Source: an optimization exercise on an open RTL-to-GDS flow (aim: small area, a short achievable clock period and few clock cycles). Production flows keep margins and buffers that such runs may drop.
The RTL was checked by simulation tests, not by an equivalence proof against the original design.

**flow/run.sh**
```bash
#!/bin/bash
# synth_recipe.tcl (not shown) runs the flow's synth.tcl, then flattens the netlist and writes it again
# the make line also repeats each setting of config.mk as NAME=value (left out here)
make -C /OpenROAD-flow-scripts/flow DESIGN_CONFIG=/design/flow/config.mk WORK_HOME=/design/flow/orfs CLKGATE_MAP_FILE= SYNTH_SCRIPT=/design/flow/synth_recipe.tcl finish
```
**flow/config.mk**
```make
export PLATFORM = sky130hd
export DESIGN_NAME = IOTDF
export DESIGN_NICKNAME = IOTDF
export VERILOG_FILES = /design/flow/design.v
export SDC_FILE = /design/flow/constraint.sdc
export NUM_CORES = 4
export LEC_CHECK = 0
export CAP_MARGIN = 20
export CORE_MARGIN = 2
export CORE_UTILIZATION = 40
export SLEW_MARGIN = 20
```
**flow/constraint.sdc**
```tcl
create_clock -name core_clock -period 6.0 [get_ports {clk}]
set_input_delay 1.2000 -clock core_clock [delete_from_list [all_inputs] [get_ports {clk}]]
set_output_delay 1.2000 -clock core_clock [all_outputs]
set_load 0.01 [all_outputs]
```
**flow/design.v**
```verilog
`timescale 1ns/10ps
module IOTDF( clk, rst, in_en, iot_in, fn_sel, busy, valid, iot_out);
input          clk;
input          rst;
input          in_en;
input  [7:0]   iot_in;
input  [2:0]   fn_sel;
output         busy;
output         valid;
output [127:0] iot_out;
reg [7:0] iot_data_r [0:15];
reg [7:0] iot_data_w [0:15];
reg [2:0] fn_sel_r;
reg [127:0] iot_out_w, iot_out_r;
reg valid_w, valid_r;
reg [4:0] state, n_state;
reg [6:0] dly_cnt_r, dly_cnt_w;
wire [63:0] plaintext_w, mainkey_w, perm_plaintext_w, ciphertext_w;
wire [31:0] plaintext_left_w, plaintext_right_w;
reg [55:0] cipherkey_r, cipherkey_w;
wire [55:0] cipherkey_tmp_w;
wire [27:0] cipherkey_left_w, cipherkey_right_w;
wire [27:0] cipherkey_left_clsh1_w, cipherkey_right_clsh1_w, cipherkey_left_clsh2_w, cipherkey_right_clsh2_w;
wire [27:0] cipherkey_left_crsh1_w, cipherkey_right_crsh1_w, cipherkey_left_crsh2_w, cipherkey_right_crsh2_w;
reg [47:0] key_r, key_w;
wire [47:0] key_tmp_w;
wire [47:0] expand_plaintext_w;
wire [5:0] S1_in_w, S2_in_w, S3_in_w, S4_in_w, S5_in_w, S6_in_w, S7_in_w, S8_in_w;
wire [3:0] S1_out_w, S2_out_w, S3_out_w, S4_out_w, S5_out_w, S6_out_w, S7_out_w, S8_out_w;
wire [31:0] S_out_w, F_in_w, F_out_w;
wire [31:0] F_XOR_L_w;
wire [127:0] iot_in_w, extand_iot_in_w;
wire extand_iot_msb_in_w;
wire [127:0] bin2gray_w;
reg [127:0] gray2bin_w;
reg [3:0] crc3_din_w, crc3_din_r;
reg [2:0] crc3_w, crc3_r;
wire dly_cnt_flag, iot_data_flag, key_flag, cipherkey_flag, iot_out_flag;
wire crc3_din_flag, crc3_flag, fn_sel_flag;
integer i, j;
assign valid = valid_r;
assign iot_out = iot_out_r;
assign busy = !(state == 0 || state == 13);
assign plaintext_w = {iot_data_r[7], iot_data_r[6], iot_data_r[5], iot_data_r[4], iot_data_r[3], iot_data_r[2], iot_data_r[1], iot_data_r[0]};
assign mainkey_w = {iot_data_r[15], iot_data_r[14], iot_data_r[13], iot_data_r[12], iot_data_r[11], iot_data_r[10], iot_data_r[9], iot_data_r[8]};
assign cipherkey_left_w = cipherkey_r[55:28];
assign cipherkey_right_w = cipherkey_r[27:0];
assign cipherkey_left_clsh1_w = {cipherkey_left_w[26:0], cipherkey_left_w[27]};
assign cipherkey_right_clsh1_w = {cipherkey_right_w[26:0], cipherkey_right_w[27]};
assign cipherkey_left_clsh2_w = {cipherkey_left_w[25:0], cipherkey_left_w[27:26]};
assign cipherkey_right_clsh2_w = {cipherkey_right_w[25:0], cipherkey_right_w[27:26]};
assign cipherkey_left_crsh1_w = {cipherkey_left_w[0], cipherkey_left_w[27:1]};
assign cipherkey_right_crsh1_w = {cipherkey_right_w[0], cipherkey_right_w[27:1]};
assign cipherkey_left_crsh2_w = {cipherkey_left_w[1:0], cipherkey_left_w[27:2]};
assign cipherkey_right_crsh2_w = {cipherkey_right_w[1:0], cipherkey_right_w[27:2]};
assign plaintext_left_w = plaintext_w[63:32];
assign plaintext_right_w = plaintext_w[31:0];
assign S8_in_w = key_r[5:0];
assign S7_in_w = key_r[11:6];
assign S6_in_w = key_r[17:12];
assign S5_in_w = key_r[23:18];
assign S4_in_w = key_r[29:24];
assign S3_in_w = key_r[35:30];
assign S2_in_w = key_r[41:36];
assign S1_in_w = key_r[47:42];
assign S_out_w = {S1_out_w, S2_out_w, S3_out_w, S4_out_w, S5_out_w, S6_out_w, S7_out_w, S8_out_w};
assign F_in_w = key_r[31:0];
assign F_XOR_L_w = key_r[31:0] ^ plaintext_left_w;
assign iot_in_w = {iot_data_r[15], iot_data_r[14], iot_data_r[13], iot_data_r[12], iot_data_r[11], iot_data_r[10], iot_data_r[9], iot_data_r[8], iot_data_r[7], iot_data_r[6], iot_data_r[5], iot_data_r[4], iot_data_r[3], iot_data_r[2], iot_data_r[1], iot_data_r[0]};
assign extand_iot_in_w = {extand_iot_msb_in_w, iot_in_w[127:1]};
assign extand_iot_msb_in_w = (iot_in_w[127]) ? !iot_in_w[127] : iot_in_w[127];
assign bin2gray_w = iot_in_w ^ extand_iot_in_w;
assign dly_cnt_flag = (state == 0 || state == 13 || state == 8 || state == 9 || state == 16 || state == 17 | state == 18);
assign iot_data_flag = (in_en || state == 3 || state == 8 || state == 9 || state == 10);
assign key_flag = (state == 4 || state == 12 || state == 5 || state == 6 || state == 7);
assign cipherkey_flag = (state == 3 || state == 4 || state == 12);
assign iot_out_flag = (state == 11 || state == 14 || state == 15 || state == 20);
assign crc3_din_flag = (state == 16 || state == 17 || state == 18);
assign crc3_flag = (state == 17 || state == 18 || state == 19);
assign fn_sel_flag = (state == 1);
PERM_LUT perm_lut_0(.din(plaintext_w), .dout(perm_plaintext_w));
INV_PERM_LUT inv_p_lut_0(.din(plaintext_w), .dout(ciphertext_w));
PC1_LUT pc1_lut_0(.din(mainkey_w), .dout(cipherkey_tmp_w));
PC2_LUT pc2_lut_0(.din(cipherkey_w), .dout(key_tmp_w));
EXPAND_LUT expand_lut_0(.din(plaintext_right_w), .dout(expand_plaintext_w));
S1_BOX S1_0(.din(S1_in_w), .dout(S1_out_w));
S2_BOX S2_0(.din(S2_in_w), .dout(S2_out_w));
S3_BOX S3_0(.din(S3_in_w), .dout(S3_out_w));
S4_BOX S4_0(.din(S4_in_w), .dout(S4_out_w));
S5_BOX S5_0(.din(S5_in_w), .dout(S5_out_w));
S6_BOX S6_0(.din(S6_in_w), .dout(S6_out_w));
S7_BOX S7_0(.din(S7_in_w), .dout(S7_out_w));
S8_BOX S8_0(.din(S8_in_w), .dout(S8_out_w));
P_LUT p_lut_0(.din(F_in_w),.dout(F_out_w));
always @(*) begin
    crc3_din_w = crc3_din_r;
    if(state == 16)begin
        crc3_din_w = iot_in_w[127:124];
    end
    else if(state == 17)begin
        crc3_din_w = {crc3_w, iot_in_w[dly_cnt_r]};
    end
    else if(state == 18)begin
        crc3_din_w = {crc3_w, 1'b0};
    end
end
always @(*) begin
    crc3_w = crc3_r;
    if(state == 17 || state == 18 || state == 19)begin
        crc3_w[2] = crc3_din_r[2];
        crc3_w[1] = crc3_din_r[1] ^ crc3_din_r[3];
        crc3_w[0] = crc3_din_r[0] ^ crc3_din_r[3];
    end
end
always @(*) begin
    for(j=0; j<128; j=j+1)begin
        gray2bin_w[j] = ^(iot_in_w >> j);
    end
end
always @(*) begin
    valid_w = 0;
    if(state == 11 || state == 14 || state == 15 || state == 20)begin
        valid_w = 1;
    end
end
always @(*) begin
    iot_out_w = iot_out_r;
    if(state == 11)begin
        iot_out_w = {mainkey_w, plaintext_w};
    end
    else if(state == 14)begin
        iot_out_w = bin2gray_w;
    end
    else if(state == 15)begin
        iot_out_w = gray2bin_w;
    end
    else if(state == 20)begin
        iot_out_w = {125'b0, crc3_r};
    end
end
always @(*) begin
    cipherkey_w = cipherkey_r;
    if(state == 3)begin
        cipherkey_w = cipherkey_tmp_w;
    end
    else if(state == 4)begin
        if(dly_cnt_r == 0 || dly_cnt_r == 1 || dly_cnt_r == 8 || dly_cnt_r == 15)begin
            cipherkey_w = {cipherkey_left_clsh1_w, cipherkey_right_clsh1_w};
        end
        else begin
            cipherkey_w = {cipherkey_left_clsh2_w, cipherkey_right_clsh2_w};
        end
    end
    else if(state == 12)begin
        if(dly_cnt_r == 1 || dly_cnt_r == 8 || dly_cnt_r == 15)begin
            cipherkey_w = {cipherkey_left_crsh1_w, cipherkey_right_crsh1_w};
        end
        else if(dly_cnt_r == 0)begin
            cipherkey_w = {cipherkey_left_w, cipherkey_right_w};
        end
        else begin
            cipherkey_w = {cipherkey_left_crsh2_w, cipherkey_right_crsh2_w};
        end
    end
end
always @(*) begin
    key_w = key_r;
    if(state == 4 || state == 12)begin
        key_w = key_tmp_w;
    end
    else if(state == 5)begin
        key_w = key_r ^ expand_plaintext_w;
    end
    else if(state == 6)begin
        key_w = {key_r[47:32], S_out_w};
    end
    else if(state == 7)begin
        key_w = {key_r[47:32], F_out_w};
    end
end
always @(*) begin
    case (state)
        0: begin
            n_state = (dly_cnt_r == 15) ? 1 : 0;
        end 
        1: begin     
            n_state = 2;
        end
        2: begin     
            case (fn_sel_r) 
                1: n_state = 3;
                2: n_state = 3;
                3: n_state = 16;
                4: n_state = 14;
                5: n_state = 15;
                default: n_state = 5'dx;
            endcase
        end
        3: begin     
            n_state = (fn_sel_r[1]) ? 12 : 4;
        end
        4: begin     
            n_state = 5;
        end
        5: begin     
            n_state = 6;
        end
        6: begin     
            n_state = 7;
        end
        7: begin     
            n_state = (dly_cnt_r == 15) ? 9 : 8;
        end
        8: begin     
            n_state = (fn_sel_r[1]) ? 12 : 4;
        end
        9: begin     
            n_state = 10;
        end
        10: begin    
            n_state = 11;
        end
        11: begin    
            n_state = 13;
        end
        12: begin    
            n_state = 5;
        end
        13: begin
            n_state = 0;
        end
        14: begin    
            n_state = 13;
        end
        15: begin    
            n_state = 13;
        end
        16: begin    
            n_state = 17;
        end
        17: begin
            n_state = (dly_cnt_r == 0) ? 18 : 17;
        end
        18: begin
            n_state = (dly_cnt_r == 2) ? 19 : 18;
        end
        19: begin
            n_state = 20;
        end
        20: begin    
            n_state = 13;
        end
	default: begin
	    n_state = 5'dx;
	end
    endcase
end
always @(*) begin
    dly_cnt_w = dly_cnt_r;
    if(state == 0 || state == 13)begin
        dly_cnt_w = (dly_cnt_r == 15) ? 0 : dly_cnt_r+1;
    end
    else if(state == 8 || state == 9)begin
        dly_cnt_w = (dly_cnt_r == 15) ? 0 : dly_cnt_r+1;
    end
    else if(state == 16)begin
        dly_cnt_w = 123;
    end
    else if(state == 17)begin
        dly_cnt_w = (dly_cnt_r == 0) ? dly_cnt_r : dly_cnt_r-1;
    end
    else if(state == 18)begin
        dly_cnt_w = (dly_cnt_r == 2) ? 0 : dly_cnt_r+1;
    end
end
always @(*) begin
    iot_data_w[0] = iot_data_r[0];
    iot_data_w[1] = iot_data_r[1];
    iot_data_w[2] = iot_data_r[2];
    iot_data_w[3] = iot_data_r[3];
    iot_data_w[4] = iot_data_r[4];
    iot_data_w[5] = iot_data_r[5];
    iot_data_w[6] = iot_data_r[6];
    iot_data_w[7] = iot_data_r[7];
    iot_data_w[8] = iot_data_r[8];
    iot_data_w[9] = iot_data_r[9];
    iot_data_w[10] = iot_data_r[10];
    iot_data_w[11] = iot_data_r[11];
    iot_data_w[12] = iot_data_r[12];
    iot_data_w[13] = iot_data_r[13];
    iot_data_w[14] = iot_data_r[14];
    iot_data_w[15] = iot_data_r[15];
    if(in_en)begin
        iot_data_w[0] = iot_in;
        iot_data_w[1] = iot_data_r[0];
        iot_data_w[2] = iot_data_r[1];
        iot_data_w[3] = iot_data_r[2];
        iot_data_w[4] = iot_data_r[3];
        iot_data_w[5] = iot_data_r[4];
        iot_data_w[6] = iot_data_r[5];
        iot_data_w[7] = iot_data_r[6];
        iot_data_w[8] = iot_data_r[7];
        iot_data_w[9] = iot_data_r[8];
        iot_data_w[10] = iot_data_r[9];
        iot_data_w[11] = iot_data_r[10];
        iot_data_w[12] = iot_data_r[11];
        iot_data_w[13] = iot_data_r[12];
        iot_data_w[14] = iot_data_r[13];
        iot_data_w[15] = iot_data_r[14];
    end
    else if(state == 3)begin
        iot_data_w[0] = perm_plaintext_w[7:0];
        iot_data_w[1] = perm_plaintext_w[15:8];
        iot_data_w[2] = perm_plaintext_w[23:16];
        iot_data_w[3] = perm_plaintext_w[31:24];
        iot_data_w[4] = perm_plaintext_w[39:32];
        iot_data_w[5] = perm_plaintext_w[47:40];
        iot_data_w[6] = perm_plaintext_w[55:48];
        iot_data_w[7] = perm_plaintext_w[63:56];
    end
    else if(state == 8)begin
        iot_data_w[0] = F_XOR_L_w[7:0];
        iot_data_w[1] = F_XOR_L_w[15:8];
        iot_data_w[2] = F_XOR_L_w[23:16];
        iot_data_w[3] = F_XOR_L_w[31:24];
        iot_data_w[4] = plaintext_right_w[7:0];
        iot_data_w[5] = plaintext_right_w[15:8];
        iot_data_w[6] = plaintext_right_w[23:16];
        iot_data_w[7] = plaintext_right_w[31:24];
    end
    else if(state == 9)begin
        iot_data_w[0] = plaintext_right_w[7:0];
        iot_data_w[1] = plaintext_right_w[15:8];
        iot_data_w[2] = plaintext_right_w[23:16];
        iot_data_w[3] = plaintext_right_w[31:24];
        iot_data_w[4] = F_XOR_L_w[7:0];
        iot_data_w[5] = F_XOR_L_w[15:8];
        iot_data_w[6] = F_XOR_L_w[23:16];
        iot_data_w[7] = F_XOR_L_w[31:24];
    end
    else if(state == 10)begin
        iot_data_w[0] = ciphertext_w[7:0];
        iot_data_w[1] = ciphertext_w[15:8];
        iot_data_w[2] = ciphertext_w[23:16];
        iot_data_w[3] = ciphertext_w[31:24];
        iot_data_w[4] = ciphertext_w[39:32];
        iot_data_w[5] = ciphertext_w[47:40];
        iot_data_w[6] = ciphertext_w[55:48];
        iot_data_w[7] = ciphertext_w[63:56];
    end
end
always @(posedge clk) begin
    if(fn_sel_flag)begin
        fn_sel_r <= fn_sel;
    end
end
always @(posedge clk or posedge rst) begin
    if(rst)begin
        state <= 0;
        valid_r <= 0;
    end
    else begin
        state <= n_state;
        valid_r <= valid_w;
    end
end
always @(posedge clk) begin
    if(crc3_din_flag)begin
        crc3_din_r <= crc3_din_w;
    end
end
always @(posedge clk) begin
    if(iot_data_flag)begin
        iot_data_r[0] <= iot_data_w[0];
        iot_data_r[1] <= iot_data_w[1];
        iot_data_r[2] <= iot_data_w[2];
        iot_data_r[3] <= iot_data_w[3];
        iot_data_r[4] <= iot_data_w[4];
        iot_data_r[5] <= iot_data_w[5];
        iot_data_r[6] <= iot_data_w[6];
        iot_data_r[7] <= iot_data_w[7];
        iot_data_r[8] <= iot_data_w[8];
        iot_data_r[9] <= iot_data_w[9];
        iot_data_r[10] <= iot_data_w[10];
        iot_data_r[11] <= iot_data_w[11];
        iot_data_r[12] <= iot_data_w[12];
        iot_data_r[13] <= iot_data_w[13];
        iot_data_r[14] <= iot_data_w[14];
        iot_data_r[15] <= iot_data_w[15];
    end
end
always @(posedge clk) begin
    if(cipherkey_flag)begin
        cipherkey_r <= cipherkey_w;
    end
end
always @(posedge clk) begin
    if(iot_out_flag)begin
        iot_out_r <= iot_out_w;
    end
end
always @(posedge clk or posedge rst) begin
    if(rst)begin
        dly_cnt_r <= 0;
    end
    else if(dly_cnt_flag)begin
        dly_cnt_r <= dly_cnt_w;
    end
end
always @(posedge clk or posedge rst) begin
    if(rst)begin
        key_r <= 0;
    end
    else if(key_flag)begin
        key_r <= key_w;
    end
end
always @(posedge clk or posedge rst) begin
    if(rst)begin
        crc3_r <= 0;
    end
    else if(crc3_flag)begin
        crc3_r <= crc3_w;
    end
end
endmodule
module EXPAND_LUT (
    input [31:0] din,
    output [47:0] dout
);
assign dout[47] = din[0];
assign dout[46] = din[31];
assign dout[45] = din[30];
assign dout[44] = din[29];
assign dout[43] = din[28];
assign dout[42] = din[27];
assign dout[41] = din[28];
assign dout[40] = din[27];
assign dout[39] = din[26];
assign dout[38] = din[25];
assign dout[37] = din[24];
assign dout[36] = din[23];
assign dout[35] = din[24];
assign dout[34] = din[23];
assign dout[33] = din[22];
assign dout[32] = din[21];
assign dout[31] = din[20];
assign dout[30] = din[19];
assign dout[29] = din[20];
assign dout[28] = din[19];
assign dout[27] = din[18];
assign dout[26] = din[17];
assign dout[25] = din[16];
assign dout[24] = din[15];
assign dout[23] = din[16];
assign dout[22] = din[15];
assign dout[21] = din[14];
assign dout[20] = din[13];
assign dout[19] = din[12];
assign dout[18] = din[11];
assign dout[17] = din[12];
assign dout[16] = din[11];
assign dout[15] = din[10];
assign dout[14] = din[9];
assign dout[13] = din[8];
assign dout[12] = din[7];
assign dout[11] = din[8];
assign dout[10] = din[7];
assign dout [9] = din[6];
assign dout [8] = din[5];
assign dout [7] = din[4];
assign dout [6] = din[3];
assign dout [5] = din[4];
assign dout [4] = din[3];
assign dout [3] = din[2];
assign dout [2] = din[1];
assign dout [1] = din[0];
assign dout [0] = din[31];
endmodule
module INV_PERM_LUT (
    input [63:0] din,
    output [63:0] dout
);
assign dout[63] = din[24];
assign dout[62] = din[56];
assign dout[61] = din[16];
assign dout[60] = din[48];
assign dout[59] = din[8];
assign dout[58] = din[40];
assign dout[57] = din[0];
assign dout[56] = din[32];
assign dout[55] = din[25];
assign dout[54] = din[57];
assign dout[53] = din[17];
assign dout[52] = din[49];
assign dout[51] = din[9];
assign dout[50] = din[41];
assign dout[49] = din[1];
assign dout[48] = din[33];
assign dout[47] = din[26];
assign dout[46] = din[58];
assign dout[45] = din[18];
assign dout[44] = din[50];
assign dout[43] = din[10];
assign dout[42] = din[42];
assign dout[41] = din[2];
assign dout[40] = din[34];
assign dout[39] = din[27];
assign dout[38] = din[59];
assign dout[37] = din[19];
assign dout[36] = din[51];
assign dout[35] = din[11];
assign dout[34] = din[43];
assign dout[33] = din[3];
assign dout[32] = din[35];
assign dout[31] = din[28];
assign dout[30] = din[60];
assign dout[29] = din[20];
assign dout[28] = din[52];
assign dout[27] = din[12];
assign dout[26] = din[44];
assign dout[25] = din[4];
assign dout[24] = din[36];
assign dout[23] = din[29];
assign dout[22] = din[61];
assign dout[21] = din[21];
assign dout[20] = din[53];
assign dout[19] = din[13];
assign dout[18] = din[45];
assign dout[17] = din[5];
assign dout[16] = din[37];
assign dout[15] = din[30];
assign dout[14] = din[62];
assign dout[13] = din[22];
assign dout[12] = din[54];
assign dout[11] = din[14];
assign dout[10] = din[46];
assign dout[9] = din[6];
assign dout[8] = din[38];
assign dout[7] = din[31];
assign dout[6] = din[63];
assign dout[5] = din[23];
assign dout[4] = din[55];
assign dout[3] = din[15];
assign dout[2] = din[47];
assign dout[1] = din[7];
assign dout[0] = din[39];
endmodule
module P_LUT (
    input [31:0] din,
    output [31:0] dout
);
assign dout[31] = din[16];
assign dout[30] = din[25];
assign dout[29] = din[12];
assign dout[28] = din[11];
assign dout[27] = din[3];
assign dout[26] = din[20];
assign dout[25] = din[4];
assign dout[24] = din[15];
assign dout[23] = din[31];
assign dout[22] = din[17];
assign dout[21] = din[9];
assign dout[20] = din[6];
assign dout[19] = din[27];
assign dout[18] = din[14];
assign dout[17] = din[1];
assign dout[16] = din[22];
assign dout[15] = din[30];
assign dout[14] = din[24];
assign dout[13] = din[8];
assign dout[12] = din[18];
assign dout[11] = din[0];
assign dout[10] = din[5];
assign dout [9] = din[29];
assign dout [8] = din[23];
assign dout [7] = din[13];
assign dout [6] = din[19];
assign dout [5] = din[2];
assign dout [4] = din[26];
assign dout [3] = din[10];
assign dout [2] = din[21];
assign dout [1] = din[28];
assign dout [0] = din[7];
endmodule
module PC1_LUT (
    input [63:0] din,
    output [55:0] dout
);
assign dout[55] = din[7];
assign dout[54] = din[15];
assign dout[53] = din[23];
assign dout[52] = din[31];
assign dout[51] = din[39];
assign dout[50] = din[47];
assign dout[49] = din[55];
assign dout[48] = din[63];
assign dout[47] = din[6];
assign dout[46] = din[14];
assign dout[45] = din[22];
assign dout[44] = din[30];
assign dout[43] = din[38];
assign dout[42] = din[46];
assign dout[41] = din[54];
assign dout[40] = din[62];
assign dout[39] = din[5];
assign dout[38] = din[13];
assign dout[37] = din[21];
assign dout[36] = din[29];
assign dout[35] = din[37];
assign dout[34] = din[45];
assign dout[33] = din[53];
assign dout[32] = din[61];
assign dout[31] = din[4];
assign dout[30] = din[12];
assign dout[29] = din[20];
assign dout[28] = din[28];
assign dout[27] = din[1];
assign dout[26] = din[9];
assign dout[25] = din[17];
assign dout[24] = din[25];
assign dout[23] = din[33];
assign dout[22] = din[41];
assign dout[21] = din[49];
assign dout[20] = din[57];
assign dout[19] = din[2];
assign dout[18] = din[10];
assign dout[17] = din[18];
assign dout[16] = din[26];
assign dout[15] = din[34];
assign dout[14] = din[42];
assign dout[13] = din[50];
assign dout[12] = din[58];
assign dout[11] = din[3];
assign dout[10] = din[11];
assign dout [9] = din[19];
assign dout [8] = din[27];
assign dout [7] = din[35];
assign dout [6] = din[43];
assign dout [5] = din[51];
assign dout [4] = din[59];
assign dout [3] = din[36];
assign dout [2] = din[44];
assign dout [1] = din[52];
assign dout [0] = din[60];
endmodule
module PC2_LUT (
    input [55:0] din,
    output [47:0] dout
);
assign dout[47] = din[42];
assign dout[46] = din[39];
assign dout[45] = din[45];
assign dout[44] = din[32];
assign dout[43] = din[55];
assign dout[42] = din[51];
assign dout[41] = din[53];
assign dout[40] = din[28];
assign dout[39] = din[41];
assign dout[38] = din[50];
assign dout[37] = din[35];
assign dout[36] = din[46];
assign dout[35] = din[33];
assign dout[34] = din[37];
assign dout[33] = din[44];
assign dout[32] = din[52];
assign dout[31] = din[30];
assign dout[30] = din[48];
assign dout[29] = din[40];
assign dout[28] = din[49];
assign dout[27] = din[29];
assign dout[26] = din[36];
assign dout[25] = din[43];
assign dout[24] = din[54];
assign dout[23] = din[15];
assign dout[22] = din[4];
assign dout[21] = din[25];
assign dout[20] = din[19];
assign dout[19] = din[9];
assign dout[18] = din[1];
assign dout[17] = din[26];
assign dout[16] = din[16];
assign dout[15] = din[5];
assign dout[14] = din[11];
assign dout[13] = din[23];
assign dout[12] = din[8];
assign dout[11] = din[12];
assign dout[10] = din[7];
assign dout [9] = din[17];
assign dout [8] = din[0];
assign dout [7] = din[22];
assign dout [6] = din[3];
assign dout [5] = din[10];
assign dout [4] = din[14];
assign dout [3] = din[6];
assign dout [2] = din[20];
assign dout [1] = din[27];
assign dout [0] = din[24];
endmodule
module PERM_LUT (
    input [63:0] din,
    output [63:0] dout
);
assign dout[63] = din[6];
assign dout[62] = din[14];
assign dout[61] = din[22];
assign dout[60] = din[30];
assign dout[59] = din[38];
assign dout[58] = din[46];
assign dout[57] = din[54];
assign dout[56] = din[62];
assign dout[55] = din[4];
assign dout[54] = din[12];
assign dout[53] = din[20];
assign dout[52] = din[28];
assign dout[51] = din[36];
assign dout[50] = din[44];
assign dout[49] = din[52];
assign dout[48] = din[60];
assign dout[47] = din[2];
assign dout[46] = din[10];
assign dout[45] = din[18];
assign dout[44] = din[26];
assign dout[43] = din[34];
assign dout[42] = din[42];
assign dout[41] = din[50];
assign dout[40] = din[58];
assign dout[39] = din[0];
assign dout[38] = din[8];
assign dout[37] = din[16];
assign dout[36] = din[24];
assign dout[35] = din[32];
assign dout[34] = din[40];
assign dout[33] = din[48];
assign dout[32] = din[56];
assign dout[31] = din[7];
assign dout[30] = din[15];
assign dout[29] = din[23];
assign dout[28] = din[31];
assign dout[27] = din[39];
assign dout[26] = din[47];
assign dout[25] = din[55];
assign dout[24] = din[63];
assign dout[23] = din[5];
assign dout[22] = din[13];
assign dout[21] = din[21];
assign dout[20] = din[29];
assign dout[19] = din[37];
assign dout[18] = din[45];
assign dout[17] = din[53];
assign dout[16] = din[61];
assign dout[15] = din[3];
assign dout[14] = din[11];
assign dout[13] = din[19];
assign dout[12] = din[27];
assign dout[11] = din[35];
assign dout[10] = din[43];
assign dout[9] = din[51];
assign dout[8] = din[59];
assign dout[7] = din[1];
assign dout[6] = din[9];
assign dout[5] = din[17];
assign dout[4] = din[25];
assign dout[3] = din[33];
assign dout[2] = din[41];
assign dout[1] = din[49];
assign dout[0] = din[57];
endmodule
module S1_BOX (
    input [5:0] din,
    output [3:0] dout
);
wire [1:0] row_sel;
wire [3:0] col_sel;
reg [3:0] data;
assign row_sel = {din[5], din[0]};
assign col_sel = din[4:1];
assign dout = data;
always @(*) begin
    case (row_sel)
        0: begin
            case (col_sel)
                0: data = 14; 
                1: data = 4;                
                2: data = 13;                
                3: data = 1;
                4: data = 2; 
                5: data = 15;                
                6: data = 11;                
                7: data = 8;
                8: data = 3; 
                9: data = 10;                
                10: data = 6;            
                11: data = 12;
                12: data = 5;
                13: data = 9;               
                14: data = 0;               
                15: data = 7;   
            endcase
        end
        1: begin
            case (col_sel)
                0: data = 0; 
                1: data = 15;                
                2: data = 7;                
                3: data = 4;
                4: data = 14; 
                5: data = 2;                
                6: data = 13;                
                7: data = 1;
                8: data = 10; 
                9: data = 6;                
                10: data = 12;               
                11: data = 11;
                12: data = 9;
                13: data = 5;            
                14: data = 3;             
                15: data = 8; 
            endcase
        end
        2: begin
            case (col_sel)
                0: data = 4; 
                1: data = 1;                
                2: data = 14;                
                3: data = 8;
                4: data = 13; 
                5: data = 6;                
                6: data = 2;                
                7: data = 11;
                8: data = 15; 
                9: data = 12;                
                10: data = 9;               
                11: data = 7;
                12: data = 3;
                13: data = 10;            
                14: data = 5;             
                15: data = 0;  
            endcase
        end
        3: begin
            case (col_sel)
                0: data = 15; 
                1: data = 12;                
                2: data = 8;                
                3: data = 2;
                4: data = 4; 
                5: data = 9;                
                6: data = 1;                
                7: data = 7;
                8: data = 5; 
                9: data = 11;                
                10: data = 3;               
                11: data = 14;
                12: data = 10;
                13: data = 0;            
                14: data = 6;             
                15: data = 13;  
            endcase
        end
    endcase
end
endmodule
module S2_BOX (
    input [5:0] din,
    output [3:0] dout
);
wire [1:0] row_sel;
wire [3:0] col_sel;
reg [3:0] data;
assign row_sel = {din[5], din[0]};
assign col_sel = din[4:1];
assign dout = data;
always @(*) begin
    case (row_sel)
        0: begin
            case (col_sel)
                0: data = 15; 
                1: data = 1;                
                2: data = 8;                
                3: data = 14;
                4: data = 6; 
                5: data = 11;                
                6: data = 3;                
                7: data = 4;
                8: data = 9; 
                9: data = 7;                
                10: data = 2;            
                11: data = 13;
                12: data = 12;
                13: data = 0;               
                14: data = 5;               
                15: data = 10;   
            endcase
        end
        1: begin
            case (col_sel)
                0: data = 3; 
                1: data = 13;                
                2: data = 4;                
                3: data = 7;
                4: data = 15; 
                5: data = 2;                
                6: data = 8;                
                7: data = 14;
                8: data = 12; 
                9: data = 0;                
                10: data = 1;               
                11: data = 10;
                12: data = 6;
                13: data = 9;            
                14: data = 11;             
                15: data = 5; 
            endcase
        end
        2: begin
            case (col_sel)
                0: data = 0; 
                1: data = 14;                
                2: data = 7;                
                3: data = 11;
                4: data = 10; 
                5: data = 4;                
                6: data = 13;                
                7: data = 1;
                8: data = 5; 
                9: data = 8;                
                10: data = 12;               
                11: data = 6;
                12: data = 9;
                13: data = 3;            
                14: data = 2;             
                15: data = 15;  
            endcase
        end
        3: begin
            case (col_sel)
                0: data = 13; 
                1: data = 8;                
                2: data = 10;                
                3: data = 1;
                4: data = 3; 
                5: data = 15;                
                6: data = 4;                
                7: data = 2;
                8: data = 11; 
                9: data = 6;                
                10: data = 7;               
                11: data = 12;
                12: data = 0;
                13: data = 5;            
                14: data = 14;             
                15: data = 9;  
            endcase
        end
    endcase
end
endmodule
module S3_BOX (
    input [5:0] din,
    output [3:0] dout
);
wire [1:0] row_sel;
wire [3:0] col_sel;
reg [3:0] data;
assign row_sel = {din[5], din[0]};
assign col_sel = din[4:1];
assign dout = data;
always @(*) begin
    case (row_sel)
        0: begin
            case (col_sel)
                0: data = 10; 
                1: data = 0;                
                2: data = 9;                
                3: data = 14;
                4: data = 6; 
                5: data = 3;                
                6: data = 15;                
                7: data = 5;
                8: data = 1; 
                9: data = 13;                
                10: data =12 ;            
                11: data =7 ;
                12: data =11 ;
                13: data =4 ;               
                14: data =2 ;               
                15: data =8 ;   
            endcase
        end
        1: begin
            case (col_sel)
                0: data = 13; 
                1: data = 7;                
                2: data = 0;                
                3: data = 9;
                4: data = 3; 
                5: data = 4;                
                6: data = 6;                
                7: data = 10;
                8: data = 2; 
                9: data = 8;                
                10: data =5 ;               
                11: data =14 ;
                12: data =12 ;
                13: data =11 ;            
                14: data =15 ;             
                15: data =1 ; 
            endcase
        end
        2: begin
            case (col_sel)
                0: data = 13; 
                1: data = 6;                
                2: data = 4;                
                3: data = 9;
                4: data = 8; 
                5: data = 15;                
                6: data = 3;                
                7: data = 0;
                8: data = 11; 
                9: data = 1;                
                10: data =2 ;               
                11: data =12 ;
                12: data =5 ;
                13: data =10 ;            
                14: data =14 ;             
                15: data =7 ;  
            endcase
        end
        3: begin
            case (col_sel)
                0: data = 1; 
                1: data = 10;                
                2: data = 13;                
                3: data = 0;
                4: data = 6; 
                5: data = 9;                
                6: data = 8;                
                7: data = 7;
                8: data = 4; 
                9: data = 15;                
                10: data =14 ;               
                11: data =3 ;
                12: data =11 ;
                13: data =5 ;            
                14: data =2 ;             
                15: data =12 ;  
            endcase
        end
    endcase
end
endmodule
module S4_BOX (
    input [5:0] din,
    output [3:0] dout
);
wire [1:0] row_sel;
wire [3:0] col_sel;
reg [3:0] data;
assign row_sel = {din[5], din[0]};
assign col_sel = din[4:1];
assign dout = data;
always @(*) begin
    case (row_sel)
        0: begin
            case (col_sel)
                0: data = 7; 
                1: data = 13;                
                2: data = 14;                
                3: data = 3;
                4: data = 0; 
                5: data = 6;                
                6: data = 9;                
                7: data = 10;
                8: data = 1; 
                9: data = 2;                
                10: data =8 ;            
                11: data =5 ;
                12: data =11 ;
                13: data =12 ;               
                14: data =4 ;               
                15: data =15 ;   
            endcase
        end
        1: begin
            case (col_sel)
                0: data = 13; 
                1: data = 8;                
                2: data = 11;                
                3: data = 5;
                4: data = 6; 
                5: data = 15;                
                6: data = 0;                
                7: data = 3;
                8: data = 4; 
                9: data = 7;                
                10: data =2 ;               
                11: data =12 ;
                12: data =1 ;
                13: data =10 ;            
                14: data =14 ;             
                15: data =9 ; 
            endcase
        end
        2: begin
            case (col_sel)
                0: data = 10; 
                1: data = 6;                
                2: data = 9;                
                3: data = 0;
                4: data = 12; 
                5: data = 11;                
                6: data = 7;                
                7: data = 13;
                8: data = 15; 
                9: data = 1;                
                10: data =3 ;               
                11: data =14 ;
                12: data =5 ;
                13: data =2 ;            
                14: data =8 ;             
                15: data =4 ;  
            endcase
        end
        3: begin
            case (col_sel)
                0: data = 3; 
                1: data = 15;                
                2: data = 0;                
                3: data = 6;
                4: data = 10; 
                5: data = 1;                
                6: data = 13;                
                7: data = 8;
                8: data = 9; 
                9: data = 4;                
                10: data =5 ;               
                11: data =11 ;
                12: data =12 ;
                13: data =7 ;            
                14: data =2 ;             
                15: data =14 ;  
            endcase
        end
    endcase
end
endmodule
module S5_BOX (
    input [5:0] din,
    output [3:0] dout
);
wire [1:0] row_sel;
wire [3:0] col_sel;
reg [3:0] data;
assign row_sel = {din[5], din[0]};
assign col_sel = din[4:1];
assign dout = data;
always @(*) begin
    case (row_sel)
        0: begin
            case (col_sel)
                0: data = 2; 
                1: data = 12;                
                2: data = 4;                
                3: data = 1;
                4: data = 7; 
                5: data = 10;                
                6: data = 11;                
                7: data = 6;
                8: data = 8; 
                9: data = 5;                
                10: data =3 ;            
                11: data =15 ;
                12: data =13 ;
                13: data =0 ;               
                14: data =14 ;               
                15: data =9 ;   
            endcase
        end
        1: begin
            case (col_sel)
                0: data = 14; 
                1: data = 11;                
                2: data = 2;                
                3: data = 12;
                4: data = 4; 
                5: data = 7;                
                6: data = 13;                
                7: data = 1;
                8: data = 5; 
                9: data = 0;                
                10: data =15 ;               
                11: data =10 ;
                12: data =3 ;
                13: data =9 ;            
                14: data =8 ;             
                15: data =6 ; 
            endcase
        end
        2: begin
            case (col_sel)
                0: data = 4; 
                1: data = 2;                
                2: data = 1;                
                3: data = 11;
                4: data = 10; 
                5: data = 13;                
                6: data = 7;                
                7: data = 8;
                8: data = 15; 
                9: data = 9;                
                10: data =12 ;               
                11: data =5 ;
                12: data =6 ;
                13: data =3 ;            
                14: data =0 ;             
                15: data =14 ;  
            endcase
        end
        3: begin
            case (col_sel)
                0: data = 11; 
                1: data = 8;                
                2: data = 12;                
                3: data = 7;
                4: data = 1; 
                5: data = 14;                
                6: data = 2;                
                7: data = 13;
                8: data = 6; 
                9: data = 15;                
                10: data =0 ;               
                11: data =9 ;
                12: data =10 ;
                13: data =4 ;            
                14: data =5 ;             
                15: data =3 ;  
            endcase
        end
    endcase
end
endmodule
module S6_BOX (
    input [5:0] din,
    output [3:0] dout
);
wire [1:0] row_sel;
wire [3:0] col_sel;
reg [3:0] data;
assign row_sel = {din[5], din[0]};
assign col_sel = din[4:1];
assign dout = data;
always @(*) begin
    case (row_sel)
        0: begin
            case (col_sel)
                0: data = 12; 
                1: data = 1;                
                2: data = 10;                
                3: data = 15;
                4: data = 9; 
                5: data = 2;                
                6: data = 6;                
                7: data = 8;
                8: data = 0; 
                9: data = 13;                
                10: data =3 ;            
                11: data =4 ;
                12: data =14 ;
                13: data =7 ;               
                14: data =5 ;               
                15: data =11 ;   
            endcase
        end
        1: begin
            case (col_sel)
                0: data = 10; 
                1: data = 15;                
                2: data = 4;                
                3: data = 2;
                4: data = 7; 
                5: data = 12;                
                6: data = 9;                
                7: data = 5;
                8: data = 6; 
                9: data = 1;                
                10: data =13 ;               
                11: data =14 ;
                12: data =0 ;
                13: data =11 ;            
                14: data =3 ;             
                15: data =8 ; 
            endcase
        end
        2: begin
            case (col_sel)
                0: data = 9; 
                1: data = 14;                
                2: data = 15;                
                3: data = 5;
                4: data = 2; 
                5: data = 8;                
                6: data = 12;                
                7: data = 3;
                8: data = 7; 
                9: data = 0;                
                10: data =4 ;               
                11: data =10 ;
                12: data =1 ;
                13: data =13 ;            
                14: data =11 ;             
                15: data =6 ;  
            endcase
        end
        3: begin
            case (col_sel)
                0: data = 4; 
                1: data = 3;                
                2: data = 2;                
                3: data = 12;
                4: data = 9; 
                5: data = 5;                
                6: data = 15;                
                7: data = 10;
                8: data = 11; 
                9: data = 14;                
                10: data =1 ;               
                11: data =7 ;
                12: data =6 ;
                13: data =0 ;            
                14: data =8 ;             
                15: data =13 ;  
            endcase
        end
    endcase
end
endmodule
module S7_BOX (
    input [5:0] din,
    output [3:0] dout
);
wire [1:0] row_sel;
wire [3:0] col_sel;
reg [3:0] data;
assign row_sel = {din[5], din[0]};
assign col_sel = din[4:1];
assign dout = data;
always @(*) begin
    case (row_sel)
        0: begin
            case (col_sel)
                0: data = 4; 
                1: data = 11;                
                2: data = 2;                
                3: data = 14;
                4: data = 15; 
                5: data = 0;                
                6: data = 8;                
                7: data = 13;
                8: data = 3; 
                9: data = 12;                
                10: data =9 ;            
                11: data =7 ;
                12: data =5 ;
                13: data =10 ;               
                14: data =6 ;               
                15: data =1 ;   
            endcase
        end
        1: begin
            case (col_sel)
                0: data = 13; 
                1: data = 0;                
                2: data = 11;                
                3: data = 7;
                4: data = 4; 
                5: data = 9;                
                6: data = 1;                
                7: data = 10;
                8: data = 14; 
                9: data = 3;                
                10: data =5 ;               
                11: data =12 ;
                12: data =2 ;
                13: data =15 ;            
                14: data =8 ;             
                15: data =6 ; 
            endcase
        end
        2: begin
            case (col_sel)
                0: data = 1; 
                1: data = 4;                
                2: data = 11;                
                3: data = 13;
                4: data = 12; 
                5: data = 3;                
                6: data = 7;                
                7: data = 14;
                8: data = 10; 
                9: data = 15;                
                10: data =6 ;               
                11: data =8 ;
                12: data =0 ;
                13: data =5 ;            
                14: data =9 ;             
                15: data =2 ;  
            endcase
        end
        3: begin
            case (col_sel)
                0: data = 6; 
                1: data = 11;                
                2: data = 13;                
                3: data = 8;
                4: data = 1; 
                5: data = 4;                
                6: data = 10;                
                7: data = 7;
                8: data = 9; 
                9: data = 5;                
                10: data =0 ;               
                11: data =15 ;
                12: data =14 ;
                13: data =2 ;            
                14: data =3 ;             
                15: data =12 ;  
            endcase
        end
    endcase
end
endmodule
module S8_BOX (
    input [5:0] din,
    output [3:0] dout
);
wire [1:0] row_sel;
wire [3:0] col_sel;
reg [3:0] data;
assign row_sel = {din[5], din[0]};
assign col_sel = din[4:1];
assign dout = data;
always @(*) begin
    case (row_sel)
        0: begin
            case (col_sel)
                0: data = 13; 
                1: data = 2;                
                2: data = 8;                
                3: data = 4;
                4: data = 6; 
                5: data = 15;                
                6: data = 11;                
                7: data = 1;
                8: data = 10; 
                9: data = 9;                
                10: data =3 ;            
                11: data =14 ;
                12: data =5 ;
                13: data =0 ;               
                14: data =12 ;               
                15: data =7 ;   
            endcase
        end
        1: begin
            case (col_sel)
                0: data = 1; 
                1: data = 15;                
                2: data = 13;                
                3: data = 8;
                4: data = 10; 
                5: data = 3;                
                6: data = 7;                
                7: data = 4;
                8: data = 12; 
                9: data = 5;                
                10: data =6 ;               
                11: data =11 ;
                12: data =0 ;
                13: data =14 ;            
                14: data =9 ;             
                15: data =2 ; 
            endcase
        end
        2: begin
            case (col_sel)
                0: data = 7; 
                1: data = 11;                
                2: data = 4;                
                3: data = 1;
                4: data = 9; 
                5: data = 12;                
                6: data = 14;                
                7: data = 2;
                8: data = 0; 
                9: data = 6;                
                10: data =10 ;               
                11: data =13 ;
                12: data =15 ;
                13: data =3 ;            
                14: data =5 ;             
                15: data =8 ;  
            endcase
        end
        3: begin
            case (col_sel)
                0: data = 2; 
                1: data = 1;                
                2: data = 14;                
                3: data = 7;
                4: data = 4; 
                5: data = 10;                
                6: data = 8;                
                7: data = 13;
                8: data = 15; 
                9: data = 12;                
                10: data =9 ;               
                11: data =0 ;
                12: data =3 ;
                13: data =5 ;            
                14: data =6 ;             
                15: data =11 ;  
            endcase
        end
    endcase
end
endmodule
```
==> results.toml <==
[run_status]
status = "finished clean"

[die]
die_w_um = 285
die_h_um = 285
rows = 103
core_area_um2 = 78600
dieArea_um2 = 81300
start_util_pct = 40.2
io_pins = 144

[worst_setup_path]
crit_type = "reg -> reg"
worst_setup_path_start_kind = "register"
path_max_fanout = 12
reg2reg_depth = 9
cp-end-kind = "register"
worstPathRequired_ns = 6.35
critPathArrivalTime_ns = 4.86

[logic_synthesis]
syn_inst = 3557
syn_avg_cell_area_um2 = 8.89
postSynth.asyncResetShare_pct = 16.7
syn_area_um2 = 31600
synth_xor_area_share_pct = 13.8
synth_top_family_by_area = "compound AO/OA/AOI/OAI gates"
synth_simple_gate_area_share_pct = 12.0
synth_nets = 3641
synthAdderAreaFrac_pct = 2.77
synth_cell_types = 78
synth_compound_area_share_pct = 25.3
seq_area_frac_synth_pct = 35.3
synth_ff_type = "edfxtp_1"
ys_warn_count = 11
synthMuxAreaShare_pct = 5.03
synth-edff-count = 319
synth_seq_cells = 383

[sta]
rsz0062_at_grt = "false"
fin_skew_ns = 0.0197
finalHoldViolCount = 0
post-route-period-util_pct = 75.2
fin_setup_tns_ns = 0
final-setup-viol-count = 0
slew_headroom_pct = 28.9
fin_ws_ns = 1.49
drv_slew = 0
post-route-min-period_ns = 4.51
worst_pin_slew_ns = 1.07
max_freq_mhz = 222

[grt]
grt_pass1_wl_um = 171000
grt_max_degree = 129
grt_util_all_layers_pct = 27.5
antenna_found_initial = 4
globalRouteOverflowTotal = 0
grt_pass1_vias = 25500

[clock_tree]
cts_setup_buffers = 0
numCtsBuffers = 43
clk_pin_slew_ns = 0.06
cts_resized = 0
hold_buffers = 0
clkSinkCount = 383
cts_buffer_depth = 3
clk-insertion-delay-late_ns = 0.60
htreeDepth = 2
root_buffer = "clkbuf_16"
cts_tree = "built"

[route]
vias = 28500
viasPerCell = 6.28
wirelength_um = 116000
drtIter0Drc = 4052
wl_per_cell_um = 25.5
postRouteAntennaNets = 0
dr.pass1.iters = 8
drc = 0

[finish]
syn2layout_area_growth_pct = 11.5
final_cell_mix = "nand2_1, o21ai_0, edfxtp_1, a21oi_1, nor2_1"
stdcell_area_um2 = 35300
layout_commonest_cell = "nand2_1"
drive_above_1_share_pct = 7.94
n_fill_cell = 7557
layout.nets = 3539

[worst_hold_path]
whs_path_depth = 1
hold_path.class = "reg -> reg"

[job]
drv_cap = 0

[placed_design]
place_area_um2 = 33700
io_buffers = 143
dp_hpwl_um = 80200
gp_congestion = 0.938
post-place-ws_ns = 1.57
==> kinds of logic (layout without fill, tap and decap cells) <==
group,Yosys count,count (layout)
AO/OA/AOI/OAI,1256,1256
adder cells (fa/ha/maj),70,70
multiplexers,105,105
other,0,2
flip-flops,383,383
buffers and inverters,467,400
XOR/XNOR,389,389
AND/OR/NAND/NOR,887,887
==> routing by layer <==
layer	GRT usage (%)	share of wire, %
met4	10.9	4.5
met5	0	0
met3	5.54	9.8
met2	41.7	45
met1	38.3	41
==> synthesized netlist by cell type, types with 10 or more instances <==
cell type	number	area, um^2
o211ai_1	36	270
o221ai_1	42	368
a22oi_1	95	713
a22o_1	13	114
o31ai_1	11	82.6
a211o_1	21	184
clkbuf_1	321	1200
a21oi_1	271	1360
and3_1	12	75.1
nor2b_1	31	194
o21ai_0	394	1970
a32oi_1	10	87.6
mux2i_1	51	510
mux4_2	42	946
a221o_1	41	410
xor2_1	108	946
inv_1	83	312
a211oi_1	93	698
nor2_1	220	826
xnor2_1	208	1820
mux2_2	12	135
dfrtp_1	64	1600
nand2b_1	31	194
buf_1	42	158
ha_1	70	876
a31oi_1	35	219
o22ai_1	59	369
a221oi_1	32	280
nor3_1	48	240
o211a_1	12	120
nand3_1	71	355
buf_2	13	65.1
o311ai_0	17	149
a21o_1	16	120
xnor3_1	39	878
o21a_1	13	97.6
nand2_1	429	1610
edfxtp_1	319	9580
==> critical path: stages (launching register included) <==
cell	delay, ns
edfxtp_1	0.59
xor3_1	0.60
xnor3_1	0.47
xnor3_1	0.42
xnor3_1	0.56
xor2_1	0.28
xnor3_2	0.54
xnor2_1	0.24
a31o_2	0.26
a221o_1	0.29
==> registers in the layout, indices dropped and copies added (netlist names) <==
signal,cells
fn_sel_r,3
dly_cnt_r,7
valid_r,1
state,5
iot_out_r,128
cipherkey_r,56
crc3_din_r,4
crc3_r,3
iot_data_r,128
key_r,48
==> stage by stage <==
stage	hold WS, ns	instances	util, %
final	0.496	4542	44.9
after global routing	0.535	4540	44.8
after CTS	0.500	4540	44.8
after detailed placement	0.485	4460	42.9
after global placement	0.491	4460	42.9
after floorplan	0.421	3557	-
==> final cells by class <==
| cell class | count | area [um^2] | share of cell area [%] |
|---|---|---|---|
| diodes | 2 | 5.00 | 0.0142 |
| clock buffers | 49 | 1120 | 3.18 |
| inverters | 87 | 327 | 0.926 |
| multi-input cells | 2707 | 18800 | 53.3 |
| well taps | 1050 | 1310 | 3.73 |
| repair buffers | 233 | 2120 | 6.01 |
| flip-flops and latches | 383 | 11200 | 31.7 |
| clock inverters | 31 | 397 | 1.12 |
==> path summary, 6_finish.rpt <==
kind	start	end	slack, ns
setup / recovery	iot_data_r[5][7]	iot_out_r[24]	1.49
min in group asynchronous	rst	key_r[43]	1.03
max in group asynchronous	rst	key_r[5]	3.98
hold / removal	crc3_din_r[2]	crc3_r[2]	0.50
hold reg to reg	crc3_din_r[2]	crc3_r[2]	0.50
setup reg to reg	iot_data_r[5][7]	iot_out_r[24]	1.49
Testbench counts, summed over its fixed seeds: cycles 41,454.

## afterwards: timing with drivers on the ports
Ports are ideal in the flow. The routed layout listed here was re-timed in OpenROAD. Step 1 sets driving cells, clkbuf_16 on the clock port and buf_2 on the other inputs (assumed; they add their load-dependent delay and slew). Step 2 adds t to the input delays and takes it off the output delays; t is the mean of the earliest and latest rising clock arrival at the registers after step 1. Input paths then give back, and output paths get back, about the clock's delay inside the block. Slacks: no drivers / after step 1 / after step 2; pairs: no drivers / after step 1.
shift t [ns]: 0.660
setup slack, ns: 1.490 / 1.490 / 1.490
worst data-port slew with drivers (ns): 0.04
After both steps this run still meets setup and hold. For this run, drivers alone change the setup slack by 0.000 ns; drivers and shift together by 0.000 ns.
